Source: an optimization exercise on an open RTL-to-GDS flow (aim: small area, a short achievable clock period and few clock cycles). Production flows keep margins and buffers that such runs may drop. The RTL was checked by simulation tests, not by an equivalence proof against the original design.

==> flow/design.v (outline; a module is shown in full before it is edited, if it fits) <==
// module M1: 747 lines
// module m1_fa: 4 lines
// module m1_ha: 4 lines
module M1 (
   input  logic         Clock,
   input  logic         Resetn,
   input  logic         start,
   output logic         done,
   input  logic  [15:0] SRAM_read_data,
   output logic  [17:0] SRAM_address,
   output logic  [15:0] SRAM_write_data,
   output logic         SRAM_we_n
);
  // ...
==> flow/flow/run.sh <==
#!/bin/bash
set -euo pipefail
bash standard.sh SETUP_SLACK_MARGIN=9 finish > standard_make.log 2>&1
==> flow/standard.sh <==
#!/bin/bash
# synth_recipe.tcl (not shown) runs the flow's synth.tcl, then flattens the netlist and writes it again
# the make line also repeats each setting of config.mk as NAME=value (left out here)
make -C /OpenROAD-flow-scripts/flow DESIGN_CONFIG=/design/flow/config.mk WORK_HOME=/design/flow/orfs CLKGATE_MAP_FILE= SYNTH_SCRIPT=/design/flow/synth_recipe.tcl "${@:-finish}"
==> flow/config.mk <==
export PLATFORM = sky130hd
export DESIGN_NAME = M1
export DESIGN_NICKNAME = M1
export VERILOG_FILES = /design/flow/design.v
export SDC_FILE = /design/flow/constraint.sdc
export NUM_CORES = 4
export LEC_CHECK = 0
export ABC_CLOCK_PERIOD_IN_PS = 4000
export CAP_MARGIN = 20
export CORE_MARGIN = 2
export CORE_UTILIZATION = 55
export SETUP_SLACK_MARGIN = 5
export SLEW_MARGIN = 20
export SYNTH_HIERARCHICAL = 1
==> flow/constraint.sdc <==
create_clock -name core_clock -period 14.0 [get_ports {Clock}]
set_input_delay 2.8000 -clock core_clock [delete_from_list [all_inputs] [get_ports {Clock}]]
set_output_delay 2.8000 -clock core_clock [all_outputs]
set_load 0.01 [all_outputs]
==> flow_metrics.py, run 1 <==
metrics = {
    "critical_path": {
        "worstSetupStartpointType": "flop",
        "cp_max_fo": 1,
        "crit_type": "flop to output pin",
        "worstRegToRegCells": 9,
        "r2r-start": "Ui[2]$_DFF_P_",
        "endpoint": "SRAM_we_n",
    },
    "sta": {
        "max_slew_margin_pct": 29.11,
        "finalMaxSlewViolations": 0,
        "hold_viol": 0,
        "fmax_mhz": 224.8,
        "final.min_clock_period_ps": 4449,
        "setup_viol_count_final": 0,
        "skew_ps": 18.79,
    },
    "synth": {
        "syn_avg_cell_area_sq_um": 11.83,
        "yosysTopAreaCellShare_pct": 28.67,
        "yosysSeqAreaShare_pct": 43.83,
        "synth_fa_ha_area_share_pct": 29.38,
    },
    "final_layout": {
        "layout.nets": 2943,
        "clock_cell_area_share_pct": 5.561,
        "seqCellArea_sq_um": 12210,
        "multiInputGateArea_sq_um": 14360,
        "drive_gt1_share_pct": 5.899,
        "utilization_pct": 61.79,
        "seq_cell_count": 476,
        "n_all_inverters": 282,
    },
    "run_status": {
        "status": "finished clean",
    },
    "cts": {
        "cts_buffers": 51,
        "h-tree-depth": 2,
    },
    "hold_path": {
        "min_to": "FrB[20]$_DFF_P_",
    },
    "global_routing": {
        "gr-usage-met2_pct": 39.51,
        "met3_usage_pct": 3.698,
    },
    "detailed_routing": {
        "highest_layer": "met4",
        "met3_length_microns": 3072,
        "drc": 0,
    },
    "placement": {
        "dpl_cell_area_sq_um": 29180,
    },
}
Testbench counts, summed over its fixed seeds: cycles 432,900.
==> module M1, before the edit <==
module M1 (
   input  logic         Clock,
   input  logic         Resetn,
   input  logic         start,
   output logic         done,
   input  logic  [15:0] SRAM_read_data,
   output logic  [17:0] SRAM_address,
   output logic  [15:0] SRAM_write_data,
   output logic         SRAM_we_n
);
localparam [17:0] BASE_U   = 18'd13824;
localparam [17:0] BASE_V   = 18'd20736;
localparam [17:0] BASE_RGB = 18'd220672;
localparam [1:0] S_IDLE = 2'd0, S_FILL = 2'd1, S_RUN = 2'd2;
logic [1:0]  state;
logic [2:0]  ph;         
logic [6:0]  mc;         
logic [13:0] YP;         
logic [12:0] CP;         
logic [15:0] WP;         
logic [7:0]  win [0:19];
logic [7:0]  UB;
logic [15:0] VB;
logic [15:0] Yr;
logic [7:0]  Up, Vp, B0h;
logic [8:0]  ps0, ps1, ps2, ps3, ps4;
logic [9:0]  ps24;
logic [8:0]  fs0, fs1, fs3, fs4;
logic [9:0]  fs24;
logic [21:0] Fs, FrowA, FrowB, FrA, FrB;
logic [7:0]  Fc;
assign ps0 = {1'b0, win[1]} + {1'b0, win[19]};
assign ps1 = {1'b0, win[3]} + {1'b0, win[17]};
assign ps2 = {1'b0, win[5]} + {1'b0, win[15]};
assign ps3 = {1'b0, win[7]} + {1'b0, win[13]};
assign ps4 = {1'b0, win[9]} + {1'b0, win[11]};
assign ps24 = {1'b0, ps2} + {1'b0, ps4};
always_ff @(posedge Clock) begin
   fs0 <= ps0;
   fs1 <= ps1;
   fs3 <= ps3;
   fs4 <= ps4;
   fs24 <= ps24;
end
logic [8:0]  nfs0, nfs1, nfs3, nfs4;
logic [9:0]  nfs24;
assign nfs0 = ~fs0;
assign nfs1 = ~fs1;
assign nfs3 = ~fs3;
assign nfs4 = ~fs4;
assign nfs24 = ~fs24;
logic fl1, fl2, fl3, fl4, fl5, fl6, fl7, fl8, fl9, fl10, fl11, fl12, fl13, fl14, fl15, fl16;
logic fl17, fl18, fl19, fl20, fl21, fl22, fl23, fl24, fl25, fl26, fl27, fl28, fl29, fl30, fl31, fl32;
logic fl33, fl34, fl35, fl36, fl37, fl38, fl39, fl40, fl41, fl42, fl43, fl44, fl45, fl46, fl47, fl48;
logic fl49, fl50, fl51, fl52, fl53, fl54, fl55, fl56, fl57, fl58, fl59, fl60, fl61, fl62, fl63, fl64;
logic fl65, fl66, fl67, fl68, fl69, fl70, fl71, fl72, fl73, fl74, fl75, fl76, fl77, fl78, fl79, fl80;
logic fl81, fl82, fl83, fl84, fl85, fl86, fl87, fl88, fl89, fl90, fl91, fl92, fl93, fl94, fl95, fl96;
logic fl97, fl98, fl99, fl100, fl101, fl102, fl103, fl104, fl105, fl106, fl107, fl108, fl109, fl110, fl111, fl112;
logic fl113, fl114, fl115, fl116, fl117, fl118, fl119, fl120, fl121, fl122, fl123, fl124, fl125, fl126, fl127, fl128;
logic fl129, fl130, fl131, fl132, fl133, fl134, fl135, fl136, fl137, fl138, fl139, fl140, fl141, fl142, fl143, fl144;
logic fl145, fl146, fl147, fl148, fl149, fl150, fl151, fl152, fl153, fl154, fl155, fl156, fl157, fl158, fl159, fl160;
logic fl161, fl162, fl163, fl164, fl165, fl166, fl167, fl168, fl169, fl170, fl171, fl172, fl173, fl174, fl175, fl176;
logic fl177, fl178, fl179, fl180, fl181, fl182, fl183, fl184, fl185, fl186, fl187, fl188, fl189, fl190;
m1_ha u_fl1 (.a(fs0[4]), .b(fs0[1]), .s(fl1), .co(fl2));
m1_ha u_fl3 (.a(fs0[5]), .b(fs0[2]), .s(fl3), .co(fl4));
m1_fa u_fl5 (.a(fs0[6]), .b(fs0[3]), .c(nfs1[7]), .s(fl5), .co(fl6));
m1_ha u_fl7 (.a(nfs1[3]), .b(nfs1[2]), .s(fl7), .co(fl8));
m1_fa u_fl9 (.a(fs0[7]), .b(fs0[4]), .c(nfs1[8]), .s(fl9), .co(fl10));
m1_fa u_fl11 (.a(nfs1[4]), .b(nfs1[3]), .c(nfs24[9]), .s(fl11), .co(fl12));
m1_fa u_fl13 (.a(fs0[8]), .b(fs0[5]), .c(nfs1[5]), .s(fl13), .co(fl14));
m1_ha u_fl15 (.a(fs0[6]), .b(nfs1[6]), .s(fl15), .co(fl16));
m1_ha u_fl17 (.a(fs0[7]), .b(nfs1[7]), .s(fl17), .co(fl18));
m1_fa u_fl19 (.a(fs0[3]), .b(fs0[0]), .c(nfs1[4]), .s(fl19), .co(fl20));
m1_ha u_fl21 (.a(nfs1[0]), .b(nfs24[5]), .s(fl21), .co(fl22));
m1_fa u_fl23 (.a(fl1), .b(nfs1[5]), .c(nfs1[1]), .s(fl23), .co(fl24));
m1_fa u_fl25 (.a(nfs1[0]), .b(nfs24[6]), .c(nfs24[3]), .s(fl25), .co(fl26));
m1_ha u_fl27 (.a(fs24[1]), .b(fs3[2]), .s(fl27), .co(fl28));
m1_fa u_fl29 (.a(fl3), .b(nfs1[6]), .c(nfs1[2]), .s(fl29), .co(fl30));
m1_fa u_fl31 (.a(nfs1[1]), .b(nfs24[7]), .c(nfs24[4]), .s(fl31), .co(fl32));
m1_fa u_fl33 (.a(fs24[2]), .b(fs3[3]), .c(fl2), .s(fl33), .co(fl34));
m1_fa u_fl35 (.a(fl5), .b(fl7), .c(nfs24[8]), .s(fl35), .co(fl36));
m1_fa u_fl37 (.a(nfs24[5]), .b(fs24[3]), .c(nfs24[0]), .s(fl37), .co(fl38));
assign fl39 = ~(fs3[4] ^ fl4);
assign fl40 = fs3[4] | fl4;
m1_fa u_fl41 (.a(fl9), .b(fl11), .c(nfs24[6]), .s(fl41), .co(fl42));
m1_fa u_fl43 (.a(fs24[4]), .b(nfs24[1]), .c(fs3[5]), .s(fl43), .co(fl44));
m1_fa u_fl45 (.a(fs3[0]), .b(fl6), .c(fl8), .s(fl45), .co(fl46));
m1_fa u_fl47 (.a(fl13), .b(nfs1[4]), .c(nfs24[7]), .s(fl47), .co(fl48));
m1_fa u_fl49 (.a(fs24[5]), .b(nfs24[2]), .c(fs3[6]), .s(fl49), .co(fl50));
m1_fa u_fl51 (.a(fs3[1]), .b(fl10), .c(fl12), .s(fl51), .co(fl52));
m1_fa u_fl53 (.a(fl15), .b(nfs1[5]), .c(nfs24[8]), .s(fl53), .co(fl54));
m1_fa u_fl55 (.a(fs24[6]), .b(nfs24[3]), .c(fs3[7]), .s(fl55), .co(fl56));
m1_fa u_fl57 (.a(fs3[2]), .b(fs4[0]), .c(fl14), .s(fl57), .co(fl58));
m1_fa u_fl59 (.a(fl17), .b(nfs1[6]), .c(nfs24[9]), .s(fl59), .co(fl60));
m1_fa u_fl61 (.a(fs24[7]), .b(nfs24[4]), .c(fs3[8]), .s(fl61), .co(fl62));
m1_fa u_fl63 (.a(fs3[3]), .b(fs4[1]), .c(fl16), .s(fl63), .co(fl64));
m1_fa u_fl65 (.a(fs0[8]), .b(nfs1[8]), .c(nfs1[7]), .s(fl65), .co(fl66));
m1_fa u_fl67 (.a(fs24[8]), .b(nfs24[5]), .c(fs3[4]), .s(fl67), .co(fl68));
assign fl69 = ~(fs4[2] ^ fl18);
assign fl70 = fs4[2] | fl18;
m1_fa u_fl71 (.a(nfs1[8]), .b(fs24[9]), .c(nfs24[6]), .s(fl71), .co(fl72));
m1_ha u_fl73 (.a(fs0[1]), .b(nfs1[2]), .s(fl73), .co(fl74));
m1_fa u_fl75 (.a(fs0[2]), .b(nfs1[3]), .c(nfs24[4]), .s(fl75), .co(fl76));
m1_fa u_fl77 (.a(fl19), .b(fl21), .c(nfs24[2]), .s(fl77), .co(fl78));
m1_ha u_fl79 (.a(fs24[0]), .b(fs3[1]), .s(fl79), .co(fl80));
m1_fa u_fl81 (.a(fl23), .b(fl25), .c(fl27), .s(fl81), .co(fl82));
assign fl83 = ~(fl20 ^ fl22);
assign fl84 = fl20 | fl22;
m1_fa u_fl85 (.a(fl29), .b(fl31), .c(fl33), .s(fl85), .co(fl86));
m1_fa u_fl87 (.a(fl24), .b(fl26), .c(fl28), .s(fl87), .co(fl88));
m1_fa u_fl89 (.a(fl35), .b(fl37), .c(fl39), .s(fl89), .co(fl90));
m1_fa u_fl91 (.a(fl30), .b(fl32), .c(fl34), .s(fl91), .co(fl92));
m1_fa u_fl93 (.a(fl41), .b(fl43), .c(fl45), .s(fl93), .co(fl94));
m1_fa u_fl95 (.a(fl36), .b(fl38), .c(fl40), .s(fl95), .co(fl96));
m1_fa u_fl97 (.a(fl47), .b(fl49), .c(fl51), .s(fl97), .co(fl98));
m1_fa u_fl99 (.a(fl42), .b(fl44), .c(fl46), .s(fl99), .co(fl100));
m1_fa u_fl101 (.a(fl53), .b(fl55), .c(fl57), .s(fl101), .co(fl102));
m1_fa u_fl103 (.a(fl48), .b(fl50), .c(fl52), .s(fl103), .co(fl104));
m1_fa u_fl105 (.a(fl59), .b(fl61), .c(fl63), .s(fl105), .co(fl106));
m1_fa u_fl107 (.a(fl54), .b(fl56), .c(fl58), .s(fl107), .co(fl108));
m1_fa u_fl109 (.a(fl65), .b(fl67), .c(fl69), .s(fl109), .co(fl110));
m1_fa u_fl111 (.a(fl60), .b(fl62), .c(fl64), .s(fl111), .co(fl112));
m1_fa u_fl113 (.a(fl71), .b(fs3[5]), .c(fs4[3]), .s(fl113), .co(fl114));
m1_fa u_fl115 (.a(fl66), .b(fl68), .c(fl70), .s(fl115), .co(fl116));
m1_fa u_fl117 (.a(nfs24[7]), .b(fs3[6]), .c(fs4[4]), .s(fl117), .co(fl118));
m1_ha u_fl119 (.a(nfs24[8]), .b(fs3[7]), .s(fl119), .co(fl120));
m1_ha u_fl121 (.a(nfs24[9]), .b(fs3[8]), .s(fl121), .co(fl122));
m1_ha u_fl123 (.a(fl73), .b(nfs24[3]), .s(fl123), .co(fl124));
m1_fa u_fl125 (.a(fl75), .b(nfs24[1]), .c(fs3[0]), .s(fl125), .co(fl126));
m1_fa u_fl127 (.a(fl77), .b(fl79), .c(fl76), .s(fl127), .co(fl128));
m1_fa u_fl129 (.a(fl81), .b(fl83), .c(fl78), .s(fl129), .co(fl130));
m1_fa u_fl131 (.a(fl85), .b(fl87), .c(fl82), .s(fl131), .co(fl132));
m1_fa u_fl133 (.a(fl89), .b(fl91), .c(fl86), .s(fl133), .co(fl134));
m1_fa u_fl135 (.a(fl93), .b(fl95), .c(fl90), .s(fl135), .co(fl136));
m1_fa u_fl137 (.a(fl97), .b(fl99), .c(fl94), .s(fl137), .co(fl138));
m1_fa u_fl139 (.a(fl101), .b(fl103), .c(fl98), .s(fl139), .co(fl140));
m1_fa u_fl141 (.a(fl105), .b(fl107), .c(fl102), .s(fl141), .co(fl142));
m1_fa u_fl143 (.a(fl109), .b(fl111), .c(fl106), .s(fl143), .co(fl144));
m1_fa u_fl145 (.a(fl113), .b(fl115), .c(fl110), .s(fl145), .co(fl146));
m1_fa u_fl147 (.a(fl117), .b(fl72), .c(fl114), .s(fl147), .co(fl148));
m1_fa u_fl149 (.a(fl119), .b(fs4[5]), .c(fl118), .s(fl149), .co(fl150));
m1_fa u_fl151 (.a(fl121), .b(fs4[6]), .c(fl120), .s(fl151), .co(fl152));
m1_ha u_fl153 (.a(nfs1[0]), .b(nfs24[1]), .s(fl153), .co(fl154));
m1_fa u_fl155 (.a(fs0[0]), .b(nfs1[1]), .c(nfs24[2]), .s(fl155), .co(fl156));
assign fl157 = ~(fl123 ^ nfs24[0]);
assign fl158 = fl123 | nfs24[0];
m1_fa u_fl159 (.a(fl125), .b(fl74), .c(fl124), .s(fl159), .co(fl160));
assign fl161 = ~(fl127 ^ fl126);
assign fl162 = fl127 | fl126;
m1_fa u_fl163 (.a(fl129), .b(fl80), .c(fl128), .s(fl163), .co(fl164));
m1_fa u_fl165 (.a(fl131), .b(fl84), .c(fl130), .s(fl165), .co(fl166));
m1_fa u_fl167 (.a(fl133), .b(fl88), .c(fl132), .s(fl167), .co(fl168));
m1_fa u_fl169 (.a(fl135), .b(fl92), .c(fl134), .s(fl169), .co(fl170));
m1_fa u_fl171 (.a(fl137), .b(fl96), .c(fl136), .s(fl171), .co(fl172));
m1_fa u_fl173 (.a(fl139), .b(fl100), .c(fl138), .s(fl173), .co(fl174));
m1_fa u_fl175 (.a(fl141), .b(fl104), .c(fl140), .s(fl175), .co(fl176));
m1_fa u_fl177 (.a(fl143), .b(fl108), .c(fl142), .s(fl177), .co(fl178));
m1_fa u_fl179 (.a(fl145), .b(fl112), .c(fl144), .s(fl179), .co(fl180));
m1_fa u_fl181 (.a(fl147), .b(fl116), .c(fl146), .s(fl181), .co(fl182));
assign fl183 = ~(fl149 ^ fl148);
assign fl184 = fl149 | fl148;
assign fl185 = ~(fl151 ^ fl150);
assign fl186 = fl151 | fl150;
m1_fa u_fl187 (.a(fs4[7]), .b(fl122), .c(fl152), .s(fl187), .co(fl188));
assign fl189 = ~fs4[8];
assign fl190 = fs4[8];
assign FrowA = {1'b1, 1'b1, fl189, fl187, fl185, fl183, fl181, fl179, fl177, fl175, fl173, fl171, fl169, fl167, fl165, fl163, fl161, fl159, fl157, fl155, fl153, nfs24[0]};
assign FrowB = {1'b0, fl190, fl188, fl186, fl184, fl182, fl180, fl178, fl176, fl174, fl172, fl170, fl168, fl166, fl164, fl162, fl160, fl158, fl156, fl154, 1'b1, 1'b1};
always_ff @(posedge Clock) begin
   FrA <= FrowA;
   FrB <= FrowB;
end
assign Fs = FrA + FrB;
assign Fc = Fs[21] ? 8'h00 : Fs[20] ? 8'hFF : Fs[19:12];
logic        odd_sel;
logic [7:0]  Yi, Ui, Vi;
logic [15:0] Rlo, Glo, Blo;
logic [9:0]  RhA, RhB, GhA, GhB, RqA, RqB, GqA, GqB;
logic [10:0] BhA, BhB, BqA, BqB;
logic        Rq15, Gq15, Bq15;
logic [9:0]  Rr, Gr;
logic [10:0] Br;
logic [7:0]  Rc, Gc, Bc;
always_ff @(posedge Clock) begin
   Yi <= odd_sel ? Yr[7:0] : Yr[15:8];
   Ui <= odd_sel ? Up : win[8];
   Vi <= odd_sel ? Vp : win[7];
end
logic [7:0]  nYi, nUi, nVi;
assign nYi = ~Yi;
assign nUi = ~Ui;
assign nVi = ~Vi;
logic px1, px2, px3, px4, px5, px6, px7, px8, px9, px10, px11, px12, px13, px14, px15, px16;
logic px17, px18, px19, px20, px21, px22, px23, px24, px25, px26, px27, px28, px29, px30, px31, px32;
logic px33, px34, px35, px36, px37, px38, px39, px40, px41, px42, px43, px44, px45, px46, px47, px48;
logic px49, px50, px51, px52, px53, px54, px55, px56, px57, px58, px59, px60, px61, px62, px63, px64;
logic px65, px66, px67, px68, px69, px70, px71, px72, px73, px74, px75, px76, px77, px78, px79, px80;
logic px81, px82, px83, px84, px85, px86, px87, px88, px89, px90, px91, px92, px93, px94, px95, px96;
logic px97, px98, px99, px100, px101, px102, px103, px104, px105, px106, px107, px108, px109, px110, px111, px112;
logic px113, px114, px115, px116, px117, px118, px119, px120, px121, px122, px123, px124, px125, px126, px127, px128;
logic px129, px130, px131, px132, px133, px134, px135, px136, px137, px138, px139, px140, px141, px142, px143, px144;
logic px145, px146, px147, px148, px149, px150, px151, px152, px153, px154, px155, px156, px157, px158, px159, px160;
logic px161, px162, px163, px164, px165, px166, px167, px168, px169, px170, px171, px172, px173, px174, px175, px176;
logic px177, px178, px179, px180, px181, px182, px183, px184, px185, px186, px187, px188, px189, px190, px191, px192;
logic px193, px194, px195, px196, px197, px198, px199, px200, px201, px202, px203, px204, px205, px206, px207, px208;
logic px209, px210, px211, px212, px213, px214, px215, px216, px217, px218, px219, px220, px221, px222, px223, px224;
logic px225, px226, px227, px228, px229, px230, px231, px232, px233, px234, px235, px236, px237, px238, px239, px240;
logic px241, px242, px243, px244, px245, px246, px247, px248, px249, px250, px251, px252, px253, px254, px255, px256;
logic px257, px258, px259, px260, px261, px262, px263, px264, px265, px266, px267, px268, px269, px270, px271, px272;
logic px273, px274, px275, px276, px277, px278, px279, px280, px281, px282, px283, px284, px285, px286, px287, px288;
logic px289, px290, px291, px292, px293, px294, px295, px296, px297, px298, px299, px300, px301, px302, px303, px304;
logic px305, px306, px307, px308, px309, px310, px311, px312, px313, px314, px315, px316, px317, px318, px319, px320;
logic px321, px322, px323, px324, px325, px326, px327, px328, px329, px330, px331, px332, px333, px334, px335, px336;
logic px337, px338, px339, px340, px341, px342, px343, px344, px345, px346, px347, px348, px349, px350, px351, px352;
logic px353, px354, px355, px356, px357, px358, px359, px360, px361, px362, px363, px364, px365, px366, px367, px368;
logic px369, px370, px371, px372, px373, px374, px375, px376, px377, px378, px379, px380, px381, px382, px383, px384;
logic px385, px386, px387, px388, px389, px390, px391, px392, px393, px394, px395, px396, px397, px398, px399, px400;
logic px401, px402, px403, px404, px405, px406, px407, px408, px409, px410, px411, px412, px413, px414, px415, px416;
logic px417, px418, px419, px420, px421, px422, px423, px424, px425, px426, px427, px428, px429, px430, px431, px432;
logic px433, px434, px435, px436, px437, px438, px439, px440, px441, px442, px443, px444, px445, px446, px447, px448;
logic px449, px450, px451, px452, px453, px454, px455, px456, px457, px458, px459, px460, px461, px462, px463, px464;
logic px465, px466, px467, px468, px469, px470, px471, px472, px473, px474, px475, px476, px477, px478, px479, px480;
logic px481, px482, px483, px484, px485, px486, px487, px488, px489, px490, px491, px492, px493, px494, px495, px496;
logic px497, px498, px499, px500, px501, px502, px503, px504, px505, px506, px507, px508, px509, px510, px511, px512;
logic px513, px514, px515, px516, px517, px518, px519, px520, px521, px522, px523, px524, px525, px526, px527, px528;
m1_ha u_px1 (.a(Yi[7]), .b(Yi[5]), .s(px1), .co(px2));
m1_ha u_px3 (.a(Yi[6]), .b(Yi[4]), .s(px3), .co(px4));
m1_ha u_px5 (.a(Yi[7]), .b(Yi[5]), .s(px5), .co(px6));
m1_ha u_px7 (.a(Yi[4]), .b(Yi[2]), .s(px7), .co(px8));
m1_fa u_px9 (.a(Yi[5]), .b(Yi[3]), .c(Yi[1]), .s(px9), .co(px10));
m1_fa u_px11 (.a(Yi[6]), .b(Yi[4]), .c(Yi[2]), .s(px11), .co(px12));
m1_fa u_px13 (.a(px1), .b(Yi[3]), .c(Yi[0]), .s(px13), .co(px14));
m1_fa u_px15 (.a(px3), .b(Yi[1]), .c(px2), .s(px15), .co(px16));
m1_fa u_px17 (.a(px5), .b(Yi[2]), .c(px4), .s(px17), .co(px18));
m1_fa u_px19 (.a(Yi[6]), .b(Yi[3]), .c(px6), .s(px19), .co(px20));
m1_ha u_px21 (.a(Yi[7]), .b(Yi[4]), .s(px21), .co(px22));
m1_ha u_px23 (.a(Yi[2]), .b(Yi[0]), .s(px23), .co(px24));
assign px25 = ~(Yi[3] ^ Yi[1]);
assign px26 = Yi[3] | Yi[1];
assign px27 = ~(px7 ^ Yi[0]);
assign px28 = px7 | Yi[0];
assign px29 = ~(px9 ^ px8);
assign px30 = px9 | px8;
assign px31 = ~(px11 ^ px10);
assign px32 = px11 | px10;
assign px33 = ~(px13 ^ px12);
assign px34 = px13 | px12;
assign px35 = ~(px15 ^ px14);
assign px36 = px15 | px14;
assign px37 = ~(px17 ^ px16);
assign px38 = px17 | px16;
assign px39 = ~(px19 ^ px18);
assign px40 = px19 | px18;
assign px41 = ~(px21 ^ px20);
assign px42 = px21 | px20;
assign px43 = ~(Yi[5] ^ px22);
assign px44 = Yi[5] | px22;
assign px45 = ~Yi[6];
assign px46 = Yi[6];
assign px47 = ~Yi[7];
assign px48 = Yi[7];
m1_ha u_px49 (.a(Yi[6]), .b(Yi[4]), .s(px49), .co(px50));
m1_fa u_px51 (.a(Yi[7]), .b(Yi[5]), .c(Yi[3]), .s(px51), .co(px52));
m1_fa u_px53 (.a(Yi[0]), .b(Vi[5]), .c(Vi[4]), .s(px53), .co(px54));
m1_fa u_px55 (.a(Yi[6]), .b(Yi[4]), .c(Yi[1]), .s(px55), .co(px56));
m1_ha u_px57 (.a(Vi[6]), .b(Vi[5]), .s(px57), .co(px58));
m1_fa u_px59 (.a(Yi[7]), .b(Yi[5]), .c(Yi[2]), .s(px59), .co(px60));
m1_ha u_px61 (.a(Vi[7]), .b(Vi[6]), .s(px61), .co(px62));
m1_ha u_px63 (.a(Yi[6]), .b(Yi[3]), .s(px63), .co(px64));
m1_fa u_px65 (.a(nYi[7]), .b(Yi[0]), .c(Vi[7]), .s(px65), .co(px66));
m1_ha u_px67 (.a(Yi[2]), .b(Yi[0]), .s(px67), .co(px68));
m1_fa u_px69 (.a(Yi[3]), .b(Yi[1]), .c(Vi[5]), .s(px69), .co(px70));
m1_ha u_px71 (.a(Vi[1]), .b(Vi[0]), .s(px71), .co(px72));
m1_fa u_px73 (.a(Yi[4]), .b(Yi[2]), .c(Yi[0]), .s(px73), .co(px74));
m1_fa u_px75 (.a(Vi[6]), .b(Vi[2]), .c(Vi[1]), .s(px75), .co(px76));
m1_fa u_px77 (.a(Yi[5]), .b(Yi[3]), .c(Yi[1]), .s(px77), .co(px78));
m1_fa u_px79 (.a(Vi[7]), .b(Vi[3]), .c(Vi[2]), .s(px79), .co(px80));
m1_fa u_px81 (.a(px49), .b(Yi[2]), .c(Vi[4]), .s(px81), .co(px82));
assign px83 = ~(Vi[3] ^ Vi[0]);
assign px84 = Vi[3] | Vi[0];
m1_fa u_px85 (.a(px51), .b(px53), .c(Vi[1]), .s(px85), .co(px86));
assign px87 = ~(Vi[0] ^ px50);
assign px88 = Vi[0] | px50;
m1_fa u_px89 (.a(px55), .b(px57), .c(Vi[2]), .s(px89), .co(px90));
m1_fa u_px91 (.a(Vi[1]), .b(px52), .c(px54), .s(px91), .co(px92));
m1_fa u_px93 (.a(px59), .b(px61), .c(Vi[3]), .s(px93), .co(px94));
m1_fa u_px95 (.a(Vi[2]), .b(px56), .c(px58), .s(px95), .co(px96));
m1_fa u_px97 (.a(px63), .b(Vi[7]), .c(Vi[4]), .s(px97), .co(px98));
m1_fa u_px99 (.a(Vi[3]), .b(px60), .c(px62), .s(px99), .co(px100));
m1_fa u_px101 (.a(Yi[7]), .b(Yi[4]), .c(Vi[5]), .s(px101), .co(px102));
m1_ha u_px103 (.a(Vi[4]), .b(px64), .s(px103), .co(px104));
m1_fa u_px105 (.a(Yi[5]), .b(Vi[6]), .c(Vi[5]), .s(px105), .co(px106));
m1_ha u_px107 (.a(nYi[4]), .b(Vi[4]), .s(px107), .co(px108));
m1_fa u_px109 (.a(nYi[5]), .b(Vi[5]), .c(Vi[3]), .s(px109), .co(px110));
m1_fa u_px111 (.a(nYi[6]), .b(Vi[6]), .c(Vi[4]), .s(px111), .co(px112));
m1_fa u_px113 (.a(px65), .b(Vi[5]), .c(Vi[2]), .s(px113), .co(px114));
m1_fa u_px115 (.a(Yi[1]), .b(Vi[6]), .c(Vi[3]), .s(px115), .co(px116));
m1_fa u_px117 (.a(px67), .b(Vi[7]), .c(Vi[4]), .s(px117), .co(px118));
m1_fa u_px119 (.a(px69), .b(px71), .c(px68), .s(px119), .co(px120));
m1_fa u_px121 (.a(px73), .b(px75), .c(px70), .s(px121), .co(px122));
m1_fa u_px123 (.a(px77), .b(px79), .c(px74), .s(px123), .co(px124));
m1_fa u_px125 (.a(px81), .b(px83), .c(px78), .s(px125), .co(px126));
m1_fa u_px127 (.a(px85), .b(px87), .c(px82), .s(px127), .co(px128));
m1_fa u_px129 (.a(px89), .b(px91), .c(px86), .s(px129), .co(px130));
m1_fa u_px131 (.a(px93), .b(px95), .c(px90), .s(px131), .co(px132));
m1_fa u_px133 (.a(px97), .b(px99), .c(px94), .s(px133), .co(px134));
m1_fa u_px135 (.a(px101), .b(px103), .c(px98), .s(px135), .co(px136));
m1_fa u_px137 (.a(px105), .b(px102), .c(px104), .s(px137), .co(px138));
m1_fa u_px139 (.a(Yi[6]), .b(Vi[7]), .c(Vi[6]), .s(px139), .co(px140));
m1_ha u_px141 (.a(nYi[0]), .b(Vi[0]), .s(px141), .co(px142));
m1_ha u_px143 (.a(nYi[1]), .b(Vi[1]), .s(px143), .co(px144));
m1_fa u_px145 (.a(nYi[2]), .b(Vi[2]), .c(Vi[0]), .s(px145), .co(px146));
m1_fa u_px147 (.a(nYi[3]), .b(Vi[3]), .c(Vi[1]), .s(px147), .co(px148));
assign px149 = ~(px107 ^ Vi[2]);
assign px150 = px107 | Vi[2];
m1_fa u_px151 (.a(px109), .b(Vi[0]), .c(px108), .s(px151), .co(px152));
m1_fa u_px153 (.a(px111), .b(Vi[1]), .c(px110), .s(px153), .co(px154));
assign px155 = ~(px113 ^ px112);
assign px156 = px113 | px112;
m1_fa u_px157 (.a(px115), .b(px66), .c(px114), .s(px157), .co(px158));
m1_fa u_px159 (.a(px117), .b(Vi[0]), .c(px116), .s(px159), .co(px160));
assign px161 = ~(px119 ^ px118);
assign px162 = px119 | px118;
m1_fa u_px163 (.a(px121), .b(px72), .c(px120), .s(px163), .co(px164));
m1_fa u_px165 (.a(px123), .b(px76), .c(px122), .s(px165), .co(px166));
m1_fa u_px167 (.a(px125), .b(px80), .c(px124), .s(px167), .co(px168));
m1_fa u_px169 (.a(px127), .b(px84), .c(px126), .s(px169), .co(px170));
m1_fa u_px171 (.a(px129), .b(px88), .c(px128), .s(px171), .co(px172));
m1_fa u_px173 (.a(px131), .b(px92), .c(px130), .s(px173), .co(px174));
m1_fa u_px175 (.a(px133), .b(px96), .c(px132), .s(px175), .co(px176));
m1_fa u_px177 (.a(px135), .b(px100), .c(px134), .s(px177), .co(px178));
assign px179 = ~(px137 ^ px136);
assign px180 = px137 | px136;
m1_fa u_px181 (.a(px139), .b(px106), .c(px138), .s(px181), .co(px182));
m1_fa u_px183 (.a(Yi[7]), .b(Vi[7]), .c(px140), .s(px183), .co(px184));
m1_ha u_px185 (.a(Yi[6]), .b(Yi[4]), .s(px185), .co(px186));
m1_fa u_px187 (.a(Yi[7]), .b(Yi[5]), .c(Yi[3]), .s(px187), .co(px188));
m1_ha u_px189 (.a(Yi[6]), .b(Yi[4]), .s(px189), .co(px190));
m1_ha u_px191 (.a(Yi[7]), .b(Yi[5]), .s(px191), .co(px192));
m1_ha u_px193 (.a(nYi[5]), .b(nUi[6]), .s(px193), .co(px194));
m1_fa u_px195 (.a(nYi[6]), .b(nUi[7]), .c(nUi[5]), .s(px195), .co(px196));
m1_fa u_px197 (.a(nYi[7]), .b(Yi[0]), .c(nUi[6]), .s(px197), .co(px198));
m1_ha u_px199 (.a(Yi[1]), .b(nUi[7]), .s(px199), .co(px200));
m1_ha u_px201 (.a(Yi[2]), .b(Yi[0]), .s(px201), .co(px202));
m1_fa u_px203 (.a(Yi[3]), .b(Yi[1]), .c(nUi[6]), .s(px203), .co(px204));
m1_fa u_px205 (.a(Yi[4]), .b(Yi[2]), .c(Yi[0]), .s(px205), .co(px206));
m1_fa u_px207 (.a(Yi[5]), .b(Yi[3]), .c(Yi[1]), .s(px207), .co(px208));
m1_fa u_px209 (.a(nUi[4]), .b(nUi[1]), .c(nUi[0]), .s(px209), .co(px210));
m1_fa u_px211 (.a(px185), .b(Yi[2]), .c(nUi[5]), .s(px211), .co(px212));
m1_fa u_px213 (.a(nUi[2]), .b(nUi[1]), .c(nVi[3]), .s(px213), .co(px214));
m1_ha u_px215 (.a(nVi[1]), .b(nVi[0]), .s(px215), .co(px216));
m1_fa u_px217 (.a(px187), .b(Yi[0]), .c(nUi[6]), .s(px217), .co(px218));
m1_fa u_px219 (.a(nUi[3]), .b(nUi[2]), .c(nVi[4]), .s(px219), .co(px220));
m1_fa u_px221 (.a(nVi[2]), .b(nVi[1]), .c(px186), .s(px221), .co(px222));
m1_fa u_px223 (.a(px189), .b(Yi[1]), .c(nUi[7]), .s(px223), .co(px224));
m1_fa u_px225 (.a(nUi[4]), .b(nUi[3]), .c(nVi[5]), .s(px225), .co(px226));
m1_fa u_px227 (.a(nVi[3]), .b(nVi[2]), .c(px188), .s(px227), .co(px228));
m1_fa u_px229 (.a(px191), .b(Yi[2]), .c(nUi[5]), .s(px229), .co(px230));
m1_fa u_px231 (.a(nUi[4]), .b(nVi[6]), .c(nVi[4]), .s(px231), .co(px232));
assign px233 = ~(nVi[3] ^ px190);
assign px234 = nVi[3] | px190;
m1_fa u_px235 (.a(Yi[6]), .b(Yi[3]), .c(nUi[6]), .s(px235), .co(px236));
m1_fa u_px237 (.a(nUi[5]), .b(nVi[7]), .c(nVi[5]), .s(px237), .co(px238));
m1_ha u_px239 (.a(nVi[4]), .b(px192), .s(px239), .co(px240));
m1_fa u_px241 (.a(Yi[7]), .b(Yi[4]), .c(nUi[7]), .s(px241), .co(px242));
m1_fa u_px243 (.a(nUi[6]), .b(nVi[6]), .c(nVi[5]), .s(px243), .co(px244));
m1_ha u_px245 (.a(nYi[2]), .b(nUi[3]), .s(px245), .co(px246));
m1_fa u_px247 (.a(nYi[3]), .b(nUi[4]), .c(nUi[2]), .s(px247), .co(px248));
m1_ha u_px249 (.a(nUi[1]), .b(nVi[0]), .s(px249), .co(px250));
m1_fa u_px251 (.a(nYi[4]), .b(nUi[5]), .c(nUi[3]), .s(px251), .co(px252));
m1_fa u_px253 (.a(nUi[2]), .b(nUi[0]), .c(nVi[1]), .s(px253), .co(px254));
m1_fa u_px255 (.a(px193), .b(nUi[4]), .c(nUi[3]), .s(px255), .co(px256));
assign px257 = ~(nUi[1] ^ nVi[2]);
assign px258 = nUi[1] | nVi[2];
m1_fa u_px259 (.a(px195), .b(nUi[4]), .c(nUi[2]), .s(px259), .co(px260));
assign px261 = ~(nVi[3] ^ px194);
assign px262 = nVi[3] | px194;
m1_fa u_px263 (.a(px197), .b(nUi[5]), .c(nUi[3]), .s(px263), .co(px264));
assign px265 = ~(nVi[4] ^ px196);
assign px266 = nVi[4] | px196;
m1_fa u_px267 (.a(px199), .b(nUi[6]), .c(nUi[4]), .s(px267), .co(px268));
m1_fa u_px269 (.a(nUi[0]), .b(nVi[5]), .c(px198), .s(px269), .co(px270));
m1_fa u_px271 (.a(px201), .b(nUi[7]), .c(nUi[5]), .s(px271), .co(px272));
m1_fa u_px273 (.a(nUi[1]), .b(nVi[6]), .c(px200), .s(px273), .co(px274));
m1_fa u_px275 (.a(px203), .b(nUi[2]), .c(nVi[7]), .s(px275), .co(px276));
assign px277 = ~(nVi[0] ^ px202);
assign px278 = nVi[0] | px202;
m1_fa u_px279 (.a(px205), .b(nUi[7]), .c(nUi[3]), .s(px279), .co(px280));
m1_fa u_px281 (.a(nUi[0]), .b(nVi[1]), .c(px204), .s(px281), .co(px282));
m1_fa u_px283 (.a(px207), .b(px209), .c(nVi[2]), .s(px283), .co(px284));
assign px285 = ~(nVi[0] ^ px206);
assign px286 = nVi[0] | px206;
m1_fa u_px287 (.a(px211), .b(px213), .c(px215), .s(px287), .co(px288));
assign px289 = ~(px208 ^ px210);
assign px290 = px208 | px210;
m1_fa u_px291 (.a(px217), .b(px219), .c(px221), .s(px291), .co(px292));
m1_fa u_px293 (.a(px212), .b(px214), .c(px216), .s(px293), .co(px294));
m1_fa u_px295 (.a(px223), .b(px225), .c(px227), .s(px295), .co(px296));
m1_fa u_px297 (.a(px218), .b(px220), .c(px222), .s(px297), .co(px298));
m1_fa u_px299 (.a(px229), .b(px231), .c(px233), .s(px299), .co(px300));
m1_fa u_px301 (.a(px224), .b(px226), .c(px228), .s(px301), .co(px302));
m1_fa u_px303 (.a(px235), .b(px237), .c(px239), .s(px303), .co(px304));
m1_fa u_px305 (.a(px230), .b(px232), .c(px234), .s(px305), .co(px306));
m1_fa u_px307 (.a(px241), .b(px243), .c(px236), .s(px307), .co(px308));
assign px309 = ~(px238 ^ px240);
assign px310 = px238 | px240;
m1_fa u_px311 (.a(Yi[5]), .b(nUi[7]), .c(nVi[7]), .s(px311), .co(px312));
m1_fa u_px313 (.a(nVi[6]), .b(px242), .c(px244), .s(px313), .co(px314));
m1_ha u_px315 (.a(Yi[6]), .b(nVi[7]), .s(px315), .co(px316));
m1_ha u_px317 (.a(nYi[1]), .b(nUi[2]), .s(px317), .co(px318));
m1_fa u_px319 (.a(px245), .b(nUi[1]), .c(nUi[0]), .s(px319), .co(px320));
m1_fa u_px321 (.a(px247), .b(px249), .c(px246), .s(px321), .co(px322));
m1_fa u_px323 (.a(px251), .b(px253), .c(px248), .s(px323), .co(px324));
m1_fa u_px325 (.a(px255), .b(px257), .c(px252), .s(px325), .co(px326));
m1_fa u_px327 (.a(px259), .b(px261), .c(px256), .s(px327), .co(px328));
m1_fa u_px329 (.a(px263), .b(px265), .c(px260), .s(px329), .co(px330));
m1_fa u_px331 (.a(px267), .b(px269), .c(px264), .s(px331), .co(px332));
m1_fa u_px333 (.a(px271), .b(px273), .c(px268), .s(px333), .co(px334));
m1_fa u_px335 (.a(px275), .b(px277), .c(px272), .s(px335), .co(px336));
m1_fa u_px337 (.a(px279), .b(px281), .c(px276), .s(px337), .co(px338));
m1_fa u_px339 (.a(px283), .b(px285), .c(px280), .s(px339), .co(px340));
m1_fa u_px341 (.a(px287), .b(px289), .c(px284), .s(px341), .co(px342));
m1_fa u_px343 (.a(px291), .b(px293), .c(px288), .s(px343), .co(px344));
m1_fa u_px345 (.a(px295), .b(px297), .c(px292), .s(px345), .co(px346));
m1_fa u_px347 (.a(px299), .b(px301), .c(px296), .s(px347), .co(px348));
m1_fa u_px349 (.a(px303), .b(px305), .c(px300), .s(px349), .co(px350));
m1_fa u_px351 (.a(px307), .b(px309), .c(px304), .s(px351), .co(px352));
m1_fa u_px353 (.a(px311), .b(px313), .c(px308), .s(px353), .co(px354));
m1_fa u_px355 (.a(px315), .b(px312), .c(px314), .s(px355), .co(px356));
m1_ha u_px357 (.a(nYi[0]), .b(nUi[1]), .s(px357), .co(px358));
assign px359 = ~(px317 ^ nUi[0]);
assign px360 = px317 | nUi[0];
assign px361 = ~(px319 ^ px318);
assign px362 = px319 | px318;
assign px363 = ~(px321 ^ px320);
assign px364 = px321 | px320;
m1_fa u_px365 (.a(px323), .b(px250), .c(px322), .s(px365), .co(px366));
m1_fa u_px367 (.a(px325), .b(px254), .c(px324), .s(px367), .co(px368));
m1_fa u_px369 (.a(px327), .b(px258), .c(px326), .s(px369), .co(px370));
m1_fa u_px371 (.a(px329), .b(px262), .c(px328), .s(px371), .co(px372));
m1_fa u_px373 (.a(px331), .b(px266), .c(px330), .s(px373), .co(px374));
m1_fa u_px375 (.a(px333), .b(px270), .c(px332), .s(px375), .co(px376));
m1_fa u_px377 (.a(px335), .b(px274), .c(px334), .s(px377), .co(px378));
m1_fa u_px379 (.a(px337), .b(px278), .c(px336), .s(px379), .co(px380));
m1_fa u_px381 (.a(px339), .b(px282), .c(px338), .s(px381), .co(px382));
m1_fa u_px383 (.a(px341), .b(px286), .c(px340), .s(px383), .co(px384));
m1_fa u_px385 (.a(px343), .b(px290), .c(px342), .s(px385), .co(px386));
m1_fa u_px387 (.a(px345), .b(px294), .c(px344), .s(px387), .co(px388));
m1_fa u_px389 (.a(px347), .b(px298), .c(px346), .s(px389), .co(px390));
m1_fa u_px391 (.a(px349), .b(px302), .c(px348), .s(px391), .co(px392));
m1_fa u_px393 (.a(px351), .b(px306), .c(px350), .s(px393), .co(px394));
m1_fa u_px395 (.a(px353), .b(px310), .c(px352), .s(px395), .co(px396));
assign px397 = ~(px355 ^ px354);
assign px398 = px355 | px354;
m1_fa u_px399 (.a(Yi[7]), .b(px316), .c(px356), .s(px399), .co(px400));
m1_fa u_px401 (.a(nYi[4]), .b(Ui[5]), .c(Ui[3]), .s(px401), .co(px402));
m1_fa u_px403 (.a(nYi[5]), .b(Ui[6]), .c(Ui[4]), .s(px403), .co(px404));
m1_fa u_px405 (.a(nYi[6]), .b(Ui[7]), .c(Ui[5]), .s(px405), .co(px406));
m1_ha u_px407 (.a(Ui[4]), .b(Ui[2]), .s(px407), .co(px408));
m1_fa u_px409 (.a(nYi[7]), .b(Yi[0]), .c(Ui[6]), .s(px409), .co(px410));
assign px411 = ~(Ui[5] ^ Ui[3]);
assign px412 = Ui[5] | Ui[3];
m1_fa u_px413 (.a(Yi[1]), .b(Ui[7]), .c(Ui[6]), .s(px413), .co(px414));
assign px415 = ~(Ui[4] ^ Ui[0]);
assign px416 = Ui[4] | Ui[0];
m1_fa u_px417 (.a(Yi[2]), .b(Yi[0]), .c(Ui[7]), .s(px417), .co(px418));
assign px419 = ~(Ui[5] ^ Ui[1]);
assign px420 = Ui[5] | Ui[1];
m1_fa u_px421 (.a(Yi[3]), .b(Yi[1]), .c(Ui[6]), .s(px421), .co(px422));
m1_fa u_px423 (.a(Yi[4]), .b(Yi[2]), .c(Yi[0]), .s(px423), .co(px424));
m1_ha u_px425 (.a(Ui[7]), .b(Ui[3]), .s(px425), .co(px426));
m1_fa u_px427 (.a(Yi[5]), .b(Yi[3]), .c(Yi[1]), .s(px427), .co(px428));
m1_fa u_px429 (.a(Yi[6]), .b(Yi[4]), .c(Yi[2]), .s(px429), .co(px430));
m1_fa u_px431 (.a(Yi[7]), .b(Yi[5]), .c(Yi[3]), .s(px431), .co(px432));
m1_ha u_px433 (.a(Yi[0]), .b(Ui[6]), .s(px433), .co(px434));
m1_fa u_px435 (.a(Yi[6]), .b(Yi[4]), .c(Yi[1]), .s(px435), .co(px436));
assign px437 = ~(Ui[7] ^ Ui[0]);
assign px438 = Ui[7] | Ui[0];
m1_fa u_px439 (.a(Yi[7]), .b(Yi[5]), .c(Yi[2]), .s(px439), .co(px440));
m1_ha u_px441 (.a(Yi[6]), .b(Yi[3]), .s(px441), .co(px442));
m1_ha u_px443 (.a(nYi[2]), .b(Ui[3]), .s(px443), .co(px444));
m1_fa u_px445 (.a(nYi[3]), .b(Ui[4]), .c(Ui[2]), .s(px445), .co(px446));
m1_fa u_px447 (.a(px401), .b(Ui[2]), .c(Ui[0]), .s(px447), .co(px448));
m1_fa u_px449 (.a(px403), .b(Ui[3]), .c(Ui[1]), .s(px449), .co(px450));
m1_fa u_px451 (.a(px405), .b(px407), .c(px404), .s(px451), .co(px452));
m1_fa u_px453 (.a(px409), .b(px411), .c(px406), .s(px453), .co(px454));
m1_fa u_px455 (.a(px413), .b(px415), .c(px410), .s(px455), .co(px456));
m1_fa u_px457 (.a(px417), .b(px419), .c(px414), .s(px457), .co(px458));
m1_fa u_px459 (.a(px421), .b(Ui[2]), .c(px418), .s(px459), .co(px460));
m1_fa u_px461 (.a(px423), .b(px425), .c(px422), .s(px461), .co(px462));
m1_fa u_px463 (.a(px427), .b(Ui[4]), .c(px424), .s(px463), .co(px464));
m1_fa u_px465 (.a(px429), .b(Ui[5]), .c(px428), .s(px465), .co(px466));
m1_fa u_px467 (.a(px431), .b(px433), .c(px430), .s(px467), .co(px468));
m1_fa u_px469 (.a(px435), .b(px437), .c(px432), .s(px469), .co(px470));
m1_fa u_px471 (.a(px439), .b(Ui[1]), .c(px436), .s(px471), .co(px472));
m1_fa u_px473 (.a(px441), .b(Ui[2]), .c(px440), .s(px473), .co(px474));
m1_fa u_px475 (.a(Yi[7]), .b(Yi[4]), .c(Ui[3]), .s(px475), .co(px476));
m1_ha u_px477 (.a(Yi[5]), .b(Ui[4]), .s(px477), .co(px478));
m1_ha u_px479 (.a(Yi[6]), .b(Ui[5]), .s(px479), .co(px480));
m1_ha u_px481 (.a(Yi[7]), .b(Ui[6]), .s(px481), .co(px482));
m1_ha u_px483 (.a(nYi[0]), .b(Ui[1]), .s(px483), .co(px484));
m1_fa u_px485 (.a(nYi[1]), .b(Ui[2]), .c(Ui[0]), .s(px485), .co(px486));
m1_fa u_px487 (.a(px443), .b(Ui[1]), .c(Ui[0]), .s(px487), .co(px488));
m1_fa u_px489 (.a(px445), .b(Ui[1]), .c(px444), .s(px489), .co(px490));
assign px491 = ~(px447 ^ px446);
assign px492 = px447 | px446;
m1_fa u_px493 (.a(px449), .b(px402), .c(px448), .s(px493), .co(px494));
assign px495 = ~(px451 ^ px450);
assign px496 = px451 | px450;
m1_fa u_px497 (.a(px453), .b(px408), .c(px452), .s(px497), .co(px498));
m1_fa u_px499 (.a(px455), .b(px412), .c(px454), .s(px499), .co(px500));
m1_fa u_px501 (.a(px457), .b(px416), .c(px456), .s(px501), .co(px502));
m1_fa u_px503 (.a(px459), .b(px420), .c(px458), .s(px503), .co(px504));
assign px505 = ~(px461 ^ px460);
assign px506 = px461 | px460;
m1_fa u_px507 (.a(px463), .b(px426), .c(px462), .s(px507), .co(px508));
assign px509 = ~(px465 ^ px464);
assign px510 = px465 | px464;
assign px511 = ~(px467 ^ px466);
assign px512 = px467 | px466;
m1_fa u_px513 (.a(px469), .b(px434), .c(px468), .s(px513), .co(px514));
m1_fa u_px515 (.a(px471), .b(px438), .c(px470), .s(px515), .co(px516));
assign px517 = ~(px473 ^ px472);
assign px518 = px473 | px472;
m1_fa u_px519 (.a(px475), .b(px442), .c(px474), .s(px519), .co(px520));
assign px521 = ~(px477 ^ px476);
assign px522 = px477 | px476;
assign px523 = ~(px479 ^ px478);
assign px524 = px479 | px478;
assign px525 = ~(px481 ^ px480);
assign px526 = px481 | px480;
m1_ha u_px527 (.a(Ui[7]), .b(px482), .s(px527), .co(px528));
assign Rlo = {1'b0, {px167, px165, px163, px161, px159, px157, px155, px153, px151, px149, px147, px145, px143, px141, 1'b0}} + {1'b0, {px166, px164, px162, px160, px158, px156, px154, px152, px150, px148, px146, px144, px142, 1'b1, 1'b0}};
assign RhA = {1'b1, 1'b1, px183, px181, px179, px177, px175, px173, px171, px169};
assign RhB = {1'b0, px184, px182, px180, px178, px176, px174, px172, px170, px168};
assign Glo = {1'b0, {px383, px381, px379, px377, px375, px373, px371, px369, px367, px365, px363, px361, px359, px357, nUi[0]}} + {1'b0, {px382, px380, px378, px376, px374, px372, px370, px368, px366, px364, px362, px360, px358, 1'b1, 1'b1}};
assign GhA = {1'b1, 1'b1, px399, px397, px395, px393, px391, px389, px387, px385};
assign GhB = {1'b0, px400, px398, px396, px394, px392, px390, px388, px386, px384};
assign Blo = {1'b0, {px509, px507, px505, px503, px501, px499, px497, px495, px493, px491, px489, px487, px485, px483, Ui[0]}} + {1'b0, {px508, px506, px504, px502, px500, px498, px496, px494, px492, px490, px488, px486, px484, 1'b1, 1'b0}};
assign BhA = {1'b1, 1'b1, px527, px525, px523, px521, px519, px517, px515, px513, px511};
assign BhB = {1'b0, px528, px526, px524, px522, px520, px518, px516, px514, px512, px510};
always_ff @(posedge Clock) begin
   RqA <= RhA; RqB <= RhB; Rq15 <= Rlo[15];
   GqA <= GhA; GqB <= GhB; Gq15 <= Glo[15];
   BqA <= BhA; BqB <= BhB; Bq15 <= Blo[15];
end
assign Rr = RqA + RqB + {9'd0, Rq15};
assign Gr = GqA + GqB + {9'd0, Gq15};
assign Br = BqA + BqB + {10'd0, Bq15};
assign Rc = Rr[9] ? 8'h00 : Rr[8] ? 8'hFF : Rr[7:0];
assign Gc = Gr[9] ? 8'h00 : Gr[8] ? 8'hFF : Gr[7:0];
assign Bc = Br[10] ? 8'h00 : (Br[9] | Br[8]) ? 8'hFF : Br[7:0];
logic run, fill;
logic last_row;
assign run   = (state == S_RUN);
assign fill  = (state == S_FILL);
assign last_row = CP[12] & CP[11] & CP[9] & CP[8];    
logic f_last, f_neg, f_odd, f_ubus, f_uub, f_vbh, f_vbl;
logic [6:0] mc_new, m_new;
logic upd_flags;
assign mc_new = (state == S_FILL) ? 7'd0 : mc + 7'd1;
assign m_new  = mc_new - 7'd1;
assign upd_flags = (state == S_FILL) || (state == S_RUN && ph == 3'd4);
always_ff @(posedge Clock) begin
   if (upd_flags) begin
      f_last <= (mc_new == 7'd96);
      f_neg  <= (mc_new == 7'd0);
      f_odd  <= ~mc_new[0];
      f_ubus <= mc_new[0] && mc_new != 7'd0 && m_new <= 7'd88;
      f_uub  <= ~mc_new[0] && (mc_new == 7'd0 || m_new <= 7'd89);
      f_vbh  <= ~mc_new[0] && (mc_new == 7'd0 || m_new <= 7'd87);
      f_vbl  <= mc_new[0] && mc_new != 7'd0 && m_new <= 7'd88;
   end
end
localparam [2:0] SH_NONE = 3'd0, SH_BUS = 3'd1, SH_VBH = 3'd2, SH_VBL = 3'd3,
                 SH_UB = 3'd4, SH_CLAMP = 3'd5;
logic [2:0] sh;
logic ub_ld, vb_ld, y_ld, up_ld, vp_ld;
always_comb begin
   sh = SH_NONE;
   ub_ld = 1'b0; vb_ld = 1'b0; y_ld = 1'b0; up_ld = 1'b0; vp_ld = 1'b0;
   odd_sel = 1'b1;
   if (run) begin
      case (ph)
         3'd0: up_ld = 1'b1;
         3'd1: ;
         3'd2: begin
            if (f_last) begin                    
               sh = SH_BUS; vb_ld = 1'b1;
            end else if (f_ubus) begin
               sh = SH_BUS; ub_ld = 1'b1;
            end else if (f_uub) begin
               sh = SH_UB;
            end else
               sh = SH_CLAMP;
            if (f_vbh) vb_ld = 1'b1;
         end
         3'd3: begin
            y_ld = 1'b1;
            if (f_last) begin                    
               sh = SH_BUS; ub_ld = 1'b1;
            end else if (f_vbh)
               sh = SH_VBH;
            else if (f_vbl)
               sh = SH_VBL;
            else
               sh = SH_CLAMP;
         end
         default: begin  
            vp_ld = 1'b1;
            odd_sel = 1'b0;
            if (f_last) sh = SH_CLAMP;           
         end
      endcase
   end else if (fill) begin
      case (mc[4:0])
         5'd2:  begin sh = SH_BUS; vb_ld = 1'b1; end    
         5'd3:  begin sh = SH_BUS; ub_ld = 1'b1; end    
         5'd12: sh = SH_VBL;                            
         5'd13: sh = SH_UB;                             
         5'd14: begin sh = SH_BUS; vb_ld = 1'b1; end    
         5'd15: begin sh = SH_BUS; ub_ld = 1'b1; end    
         5'd16: sh = SH_VBL;                            
         5'd17: sh = SH_UB;                             
         5'd18: begin sh = SH_BUS; vb_ld = 1'b1; end    
         5'd19: begin sh = SH_BUS; ub_ld = 1'b1; end    
         5'd20: sh = SH_VBL;                            
         default: if (mc >= 7'd4) sh = SH_CLAMP;
      endcase
   end
end
logic [7:0] sh_in;
always_comb begin
   case (sh)
      SH_BUS:  sh_in = SRAM_read_data[15:8];
      SH_VBH:  sh_in = VB[15:8];
      SH_VBL:  sh_in = VB[7:0];
      SH_UB:   sh_in = UB;
      default: sh_in = win[18];
   endcase
end
always_ff @(posedge Clock) begin
   if (sh != SH_NONE) begin
      for (int i = 0; i < 19; i++) win[i] <= win[i+1];
      win[19] <= sh_in;
   end
   if (ub_ld) UB <= SRAM_read_data[7:0];
   if (vb_ld) VB <= SRAM_read_data;
   if (y_ld)  Yr <= SRAM_read_data;
   if (up_ld) Up <= Fc;
   if (vp_ld) Vp <= Fc;
   B0h <= Bc;
   case (ph)
      3'd1:    SRAM_write_data <= {Rc, Gc};
      3'd2:    SRAM_write_data <= {B0h, Rc};
      default: SRAM_write_data <= {Gc, Bc};
   endcase
end
always_ff @(posedge Clock or negedge Resetn) begin
   if (~Resetn) begin
      state <= S_IDLE;
      done <= 1'b0;
      SRAM_we_n <= 1'b1;
   end else begin
      SRAM_we_n <= 1'b1;
      case (state)
         S_IDLE: if (start) begin
            done <= 1'b0;
            state <= S_FILL;
         end
         S_FILL: if (mc == 7'd20) state <= S_RUN;
         default: begin  
            if ((ph == 3'd1 || ph == 3'd2 || ph == 3'd3) && !f_neg) SRAM_we_n <= 1'b0;
            if (ph == 3'd4 && f_last) begin
               if (last_row) begin
                  state <= S_IDLE;
                  done <= 1'b1;
               end else
                  state <= S_FILL;
            end
         end
      endcase
   end
end
always_ff @(posedge Clock) begin
   SRAM_address <= {2'b11, WP};        
   case (state)
      S_IDLE: begin
         if (start) begin
            mc <= 7'd0;
            YP <= 14'd0;
            CP <= 13'd0;
            WP <= BASE_RGB[15:0];
            SRAM_address <= BASE_V;               
         end
      end
      S_FILL: begin
         mc <= (mc == 7'd20) ? 7'd0 : mc + 7'd1;
         case (mc[4:0])
            5'd0:  begin SRAM_address <= BASE_U + CP; CP <= CP + 13'd1; end
            5'd11: SRAM_address <= BASE_V + CP;
            5'd12: begin SRAM_address <= BASE_U + CP; CP <= CP + 13'd1; end
            5'd15: SRAM_address <= BASE_V + CP;
            5'd16: begin SRAM_address <= BASE_U + CP; CP <= CP + 13'd1; end
            5'd20: SRAM_address <= BASE_V + CP;   
            default: ;
         endcase
         ph <= 3'd0;
      end
      default: begin  
         ph <= (ph == 3'd4) ? 3'd0 : ph + 3'd1;
         case (ph)
            3'd0: begin
               if (!f_last) begin
                  SRAM_address <= {4'd0, YP};
                  YP <= YP + 14'd1;
               end else if (!last_row) begin
                  SRAM_address <= BASE_U + CP;
                  CP <= CP + 13'd1;
               end
            end
            3'd1, 3'd2, 3'd3: begin
               if (!f_neg) begin
                  SRAM_address <= {2'b11, WP};
                  WP <= WP + 16'd1;
               end
            end
            default: begin  
               if (f_last) begin
                  mc <= 7'd5;
               end else begin
                  mc <= mc + 7'd1;
                  if (mc == 7'd95) begin
                     if (!last_row) SRAM_address <= BASE_V + CP;    
                  end else if (mc[0] && mc <= 7'd87) begin
                     SRAM_address <= BASE_V + CP;                   
                  end else if (!mc[0] && mc <= 7'd88) begin
                     SRAM_address <= BASE_U + CP;                   
                     CP <= CP + 13'd1;
                  end
               end
            end
         endcase
      end
   endcase
end
endmodule
==> run 2, diff against run 1 <==
--- a/flow/design.v
+++ b/flow/design.v
@@ -24,12 +24,14 @@
 logic [7:0]  UB;
 logic [15:0] VB;
 logic [15:0] Yr;
-logic [7:0]  Up, Vp, B0h;
+logic [7:0]  Vp, B0h;
 logic [8:0]  ps0, ps1, ps2, ps3, ps4;
 logic [9:0]  ps24;
 logic [8:0]  fs0, fs1, fs3, fs4;
 logic [9:0]  fs24;
-logic [21:0] Fs, FrowA, FrowB, FrA, FrB;
+logic [12:0] Flo;
+logic [9:0]  FhA, FhB, FqA, FqB, Fs;
+logic        Fq12;
 logic [7:0]  Fc;
 assign ps0 = {1'b0, win[1]} + {1'b0, win[19]};
 assign ps1 = {1'b0, win[3]} + {1'b0, win[17]};
@@ -166,14 +168,16 @@
 m1_fa u_fl187 (.a(fs4[7]), .b(fl122), .c(fl152), .s(fl187), .co(fl188));
 assign fl189 = ~fs4[8];
 assign fl190 = fs4[8];
-assign FrowA = {1'b1, 1'b1, fl189, fl187, fl185, fl183, fl181, fl179, fl177, fl175, fl173, fl171, fl169, fl167, fl165, fl163, fl161, fl159, fl157, fl155, fl153, nfs24[0]};
-assign FrowB = {1'b0, fl190, fl188, fl186, fl184, fl182, fl180, fl178, fl176, fl174, fl172, fl170, fl168, fl166, fl164, fl162, fl160, fl158, fl156, fl154, 1'b1, 1'b1};
+assign Flo = {1'b0, {fl173, fl171, fl169, fl167, fl165, fl163, fl161, fl159, fl157, fl155, fl153, nfs24[0]}} + {1'b0, {fl172, fl170, fl168, fl166, fl164, fl162, fl160, fl158, fl156, fl154, 1'b1, 1'b1}};
+assign FhA = {1'b1, 1'b1, fl189, fl187, fl185, fl183, fl181, fl179, fl177, fl175};
+assign FhB = {1'b0, fl190, fl188, fl186, fl184, fl182, fl180, fl178, fl176, fl174};
 always_ff @(posedge Clock) begin
-   FrA <= FrowA;
-   FrB <= FrowB;
+   FqA <= FhA;
+   FqB <= FhB;
+   Fq12 <= Flo[12];
 end
-assign Fs = FrA + FrB;
-assign Fc = Fs[21] ? 8'h00 : Fs[20] ? 8'hFF : Fs[19:12];
+assign Fs = FqA + FqB + {9'd0, Fq12};
+assign Fc = Fs[9] ? 8'h00 : Fs[8] ? 8'hFF : Fs[7:0];
 logic        odd_sel;
 logic [7:0]  Yi, Ui, Vi;
 logic [15:0] Rlo, Glo, Blo;
@@ -185,7 +189,8 @@
 logic [7:0]  Rc, Gc, Bc;
 always_ff @(posedge Clock) begin
    Yi <= odd_sel ? Yr[7:0] : Yr[15:8];
-   Ui <= odd_sel ? Up : win[8];
+   if (!odd_sel) Ui <= win[8];
+   else if (up_ld) Ui <= Fc;        
    Vi <= odd_sel ? Vp : win[7];
 end
 logic [7:0]  nYi, nUi, nVi;
@@ -649,7 +654,6 @@
    if (ub_ld) UB <= SRAM_read_data[7:0];
    if (vb_ld) VB <= SRAM_read_data;
    if (y_ld)  Yr <= SRAM_read_data;
-   if (up_ld) Up <= Fc;
    if (vp_ld) Vp <= Fc;
    B0h <= Bc;
    case (ph)
==> flow/flow/run.sh (replaced) <==
#!/bin/bash
set -euo pipefail
bash standard.sh SETUP_SLACK_MARGIN=10 finish > standard_make.log 2>&1
--- a/flow/config.mk
+++ b/flow/config.mk
@@ -9,6 +9,8 @@
 export CAP_MARGIN = 20
 export CORE_MARGIN = 2
 export CORE_UTILIZATION = 55
+export CTS_BUF_LIST = sky130_fd_sc_hd__clkbuf_8 sky130_fd_sc_hd__clkbuf_16
+export CTS_CLUSTER_SIZE = 20
 export SETUP_SLACK_MARGIN = 5
 export SLEW_MARGIN = 20
 export SYNTH_HIERARCHICAL = 1
==> flow_metrics.py, run 2 <==
metrics = {
    "cts": {
        "cts_buffers": 49,
        "clock_latency_ps": 610,
        "path_clk_slew_ps": 60,
        "root_buffer": "clkbuf_16",
        "h-tree-depth": 2,
        "cts_tree": "yes",
        "clk_path_buf_depth": 3,
        "cts.sinks": 447,
    },
    "critical_path": {
        "required_ps": 11200,
        "r2r_end": "Fq12$_DFF_P_",
        "crit_chain": "buf_6",
        "worstSetupStartpointType": "flop",
        "crit_type": "flop to output pin",
        "crit_arrival_ps": 1220,
        "r2r-start": "fs1[7]$_DFF_P_",
        "cpPeakStageDelay_ps": 530,
        "cp.depth": 1,
        "worstRegToRegCells": 10,
        "path_buf_inv": 1,
        "cp_max_fo": 1,
        "critical-path-slowest-cell": "dfstp_2",
        "critPathCaptureType": "output pin",
        "crit_start": "SRAM_we_n$_DFF_PN1_",
        "endpoint": "SRAM_we_n",
        "r2r_setup_slack_ps": 10020,
        "cp_top_family": "flip-flops",
    },
    "final_layout": {
        "drive_gt1_share_pct": 9.657,
        "layout.nets": 2899,
        "reg.largest.list": "win (152), SRAM_address (17)",
        "layout_commonest_cell": "inv_1",
        "syn2layout_area_growth_pct": 11.92,
        "final_cell_mix": "294 x inv_1, 271 x fa_1, 266 x edfxtp_1",
        "fillers": 3937,
        "regMostFlops": "win",
        "largest_reg_flops": 152,
    },
    "detailed_routing": {
        "first_pass_iters": 8,
        "drc": 0,
        "antenna_left": 0,
        "drt_wl_total_microns": 62070,
        "drt_iter0_markers": 1419,
        "avgRoutedWirePerCell_microns": 20.10,
        "vias": 17410,
        "vias_per_cell": 5.638,
    },
    "sta": {
        "skew_ps": 32.76,
        "fmax_mhz": 248.8,
        "finalMaxSlewViolations": 0,
        "min_period_over_period_pct": 28.71,
        "setup_viol_count_final": 0,
        "rsz0062_at_grt": "true",
        "tightest_slew_ps": 961.2,
        "hold_viol": 0,
        "layout_setup_ws_ps": 9981,
        "final.min_clock_period_ps": 4019,
        "finalSetupTns_ps": 0,
        "max_slew_margin_pct": 35.92,
    },
    "placement": {
        "gp_congestion": 0.9076,
        "pre_cts_ws_ps": 9229,
        "hpwl_microns": 46610,
        "port_buffers": 54,
    },
    "run_status": {
        "status": "finished clean",
    },
    "synth": {
        "syn-num-nets": 2804,
        "syn_inst": 2292,
        "synth_cell_type_count": 85,
        "synthFlopType": "edfxtp_1",
        "yosysTopAreaCellShare_pct": 29.15,
        "synthTopCellsByArea": "edfxtp_1 29%, fa_1 20%, dfxtp_1 13%, ha_1 10%, inv_1 4.1%",
        "synth_edf_count": 266,
        "yosysWarnings": 8,
        "syn_avg_cell_area_sq_um": 11.96,
        "synth_most_common_cell": "inv_1",
        "synth_commonest_cells": "296 x inv_1, 271 x fa_1, 266 x edfxtp_1",
        "synth_seq_cells": 447,
        "yosysSeqAreaShare_pct": 42.45,
        "synth-async-reset-ratio_pct": 0.8949,
        "synth_largest_area_cell": "edfxtp_1",
        "syn_area_sq_um": 27400,
    },
    "floorplan": {
        "rows": 81,
        "dieArea_sq_um": 51630,
        "start_util_pct": 55.87,
        "chipWidth_microns": 227.2,
        "coreArea_sq_um": 49050,
        "pin_count": 55,
        "die_y_microns": 227.2,
    },
    "global_routing": {
        "grt-ovfl-total": 0,
        "grt_pass1_vias": 17730,
        "grt_pass1_wl_microns": 98210,
        "antenna_found_initial": 0,
        "grt_max_degree": 87,
        "grt_usage_pct": 24.98,
    },
    "hold_path": {
        "hold_class": "flop to flop",
    },
    "job": {
        "drv_cap": 0,
    },
}
[run 2: cell types whose count changed in the layout (fill, tap and decap cells not counted), moves of 13 or more]
cell | before | now
a21oi_1 | 121 | 95
a221oi_1 | 7 | 21
buf_4 | 23 | 43
clkbuf_1 | 19 | 0
clkdlybuf4s15_1 | 0 | 13
clkdlybuf4s50_1 | 54 | 18
dfxtp_1 | 206 | 167
inv_1 | 280 | 294
mux2_2 | 4 | 29
nand2_1 | 189 | 110
nand3_1 | 34 | 47
nor2_1 | 145 | 125
[run 2: cell type report]
class	count	area (sq um)	share of cell area, %
multi-input combinational	1490	14480	47.20
clock buffer	55	1320	4.304
clock inverter	32	376.6	1.228
tap	664	830.8	2.709
antenna	1	2.502	0.008159
timing repair buffer	102	874.6	2.852
sequential	447	11650	37.98
inverter	297	1141	3.720
[run 2: worst min path at each step]
stage / start / end / slack (ps) / cells past startpoint
finish: fs4[8]$_DFF_P_ / FqB[8]$_DFF_P_ / 370 / 0
global route: fs4[8]$_DFF_P_ / FqB[8]$_DFF_P_ / 370 / 0
CTS: fs4[8]$_DFF_P_ / FqB[8]$_DFF_P_ / 370 / 0
detailed placement: fs4[8]$_DFF_P_ / FqB[8]$_DFF_P_ / 360 / 0
global placement: fs4[8]$_DFF_P_ / FqB[8]$_DFF_P_ / 340 / 0
floorplan: fs4[8]$_DFF_P_ / FqB[8]$_DFF_P_ / 330 / 0
[run 2: per-layer routing]
metal  vias up  wire (microns)  global-route usage [%]
met5         -               0                       0
met1      8743           29640                   37.50
met4         0            1277                   5.735
met3        74            3173                   3.820
li1       8136               -                       -
met2       456           27980                   38.54
[run 2: logic make-up (layout without fill, tap and decap cells)]
| group | after synthesis | in the layout | synth area share, % |
|---|---|---|---|
| fa+ha+maj | 496 | 496 | 30.04 |
| mux | 37 | 37 | 1.484 |
| other cells | 0 | 1 | 0 |
| buf+inv | 356 | 486 | 5.054 |
| simple gates | 424 | 425 | 7.397 |
| xor+xnor | 91 | 91 | 2.991 |
| flops | 447 | 447 | 42.45 |
| compound gates | 441 | 441 | 10.58 |
[run 2: through the flow]
stage	utilization, %	instance area (sq um)	std cells	hold slack (ps)
floorplan	-	27420	2292	330.8
global placement	58.50	28700	2973	341.6
detailed placement	58.50	28700	2973	360.8
CTS	62.25	30530	3073	369.4
global route	62.52	30670	3087	374.0
finish	62.53	30670	3088	366.4
[run 2: repair_timing]
item                       CTS  global route
gates cloned                 1             0
buffers inserted            12            13
gates resized for setup    108            26
hold buffers                 0             0
setup endpoints to repair  154            43
pin swaps                    4             3
hold endpoints to repair     0             0
[run 2: Yosys stat by module, one instance, submodules excluded]
module / flip-flops and latches / cells / copies in the design
m1_fa: 0 / 1 / 250
M1: 447 / 1996 / 1
m1_ha: 0 / 1 / 46
Testbench counts of run 2, summed over its fixed seeds: cycles 432,900.

-- re-timing with driven ports --
In the flow no input, the clock included, has a driving cell. The finished layouts below were timed again as built, in two steps. Step 1, drivers: a clkbuf_16 drives Clock and a buf_2 each remaining input, both assumed. Step 2, shift: input delay + t, output delay - t, t = (earliest + latest rising clock arrival at the registers) / 2. This alone moves slack from input paths to output paths. Slacks: ideal / step 1 / step 2; pairs: ideal / step 1.
run	t (ns)	setup slack, ns	worst setup path at the end	worst register clock-pin slew, ns
run 1	0.661	9.551 / 9.491 / 9.230	input to register	0.06 / 0.06
run 2	0.650	9.981 / 9.922 / 9.544	input to register	0.07 / 0.07
After both steps setup and hold are still met in every run listed. The setup slack of run 2, which loses most, moves by -0.059 ns with the drivers and by -0.437 ns with both steps.
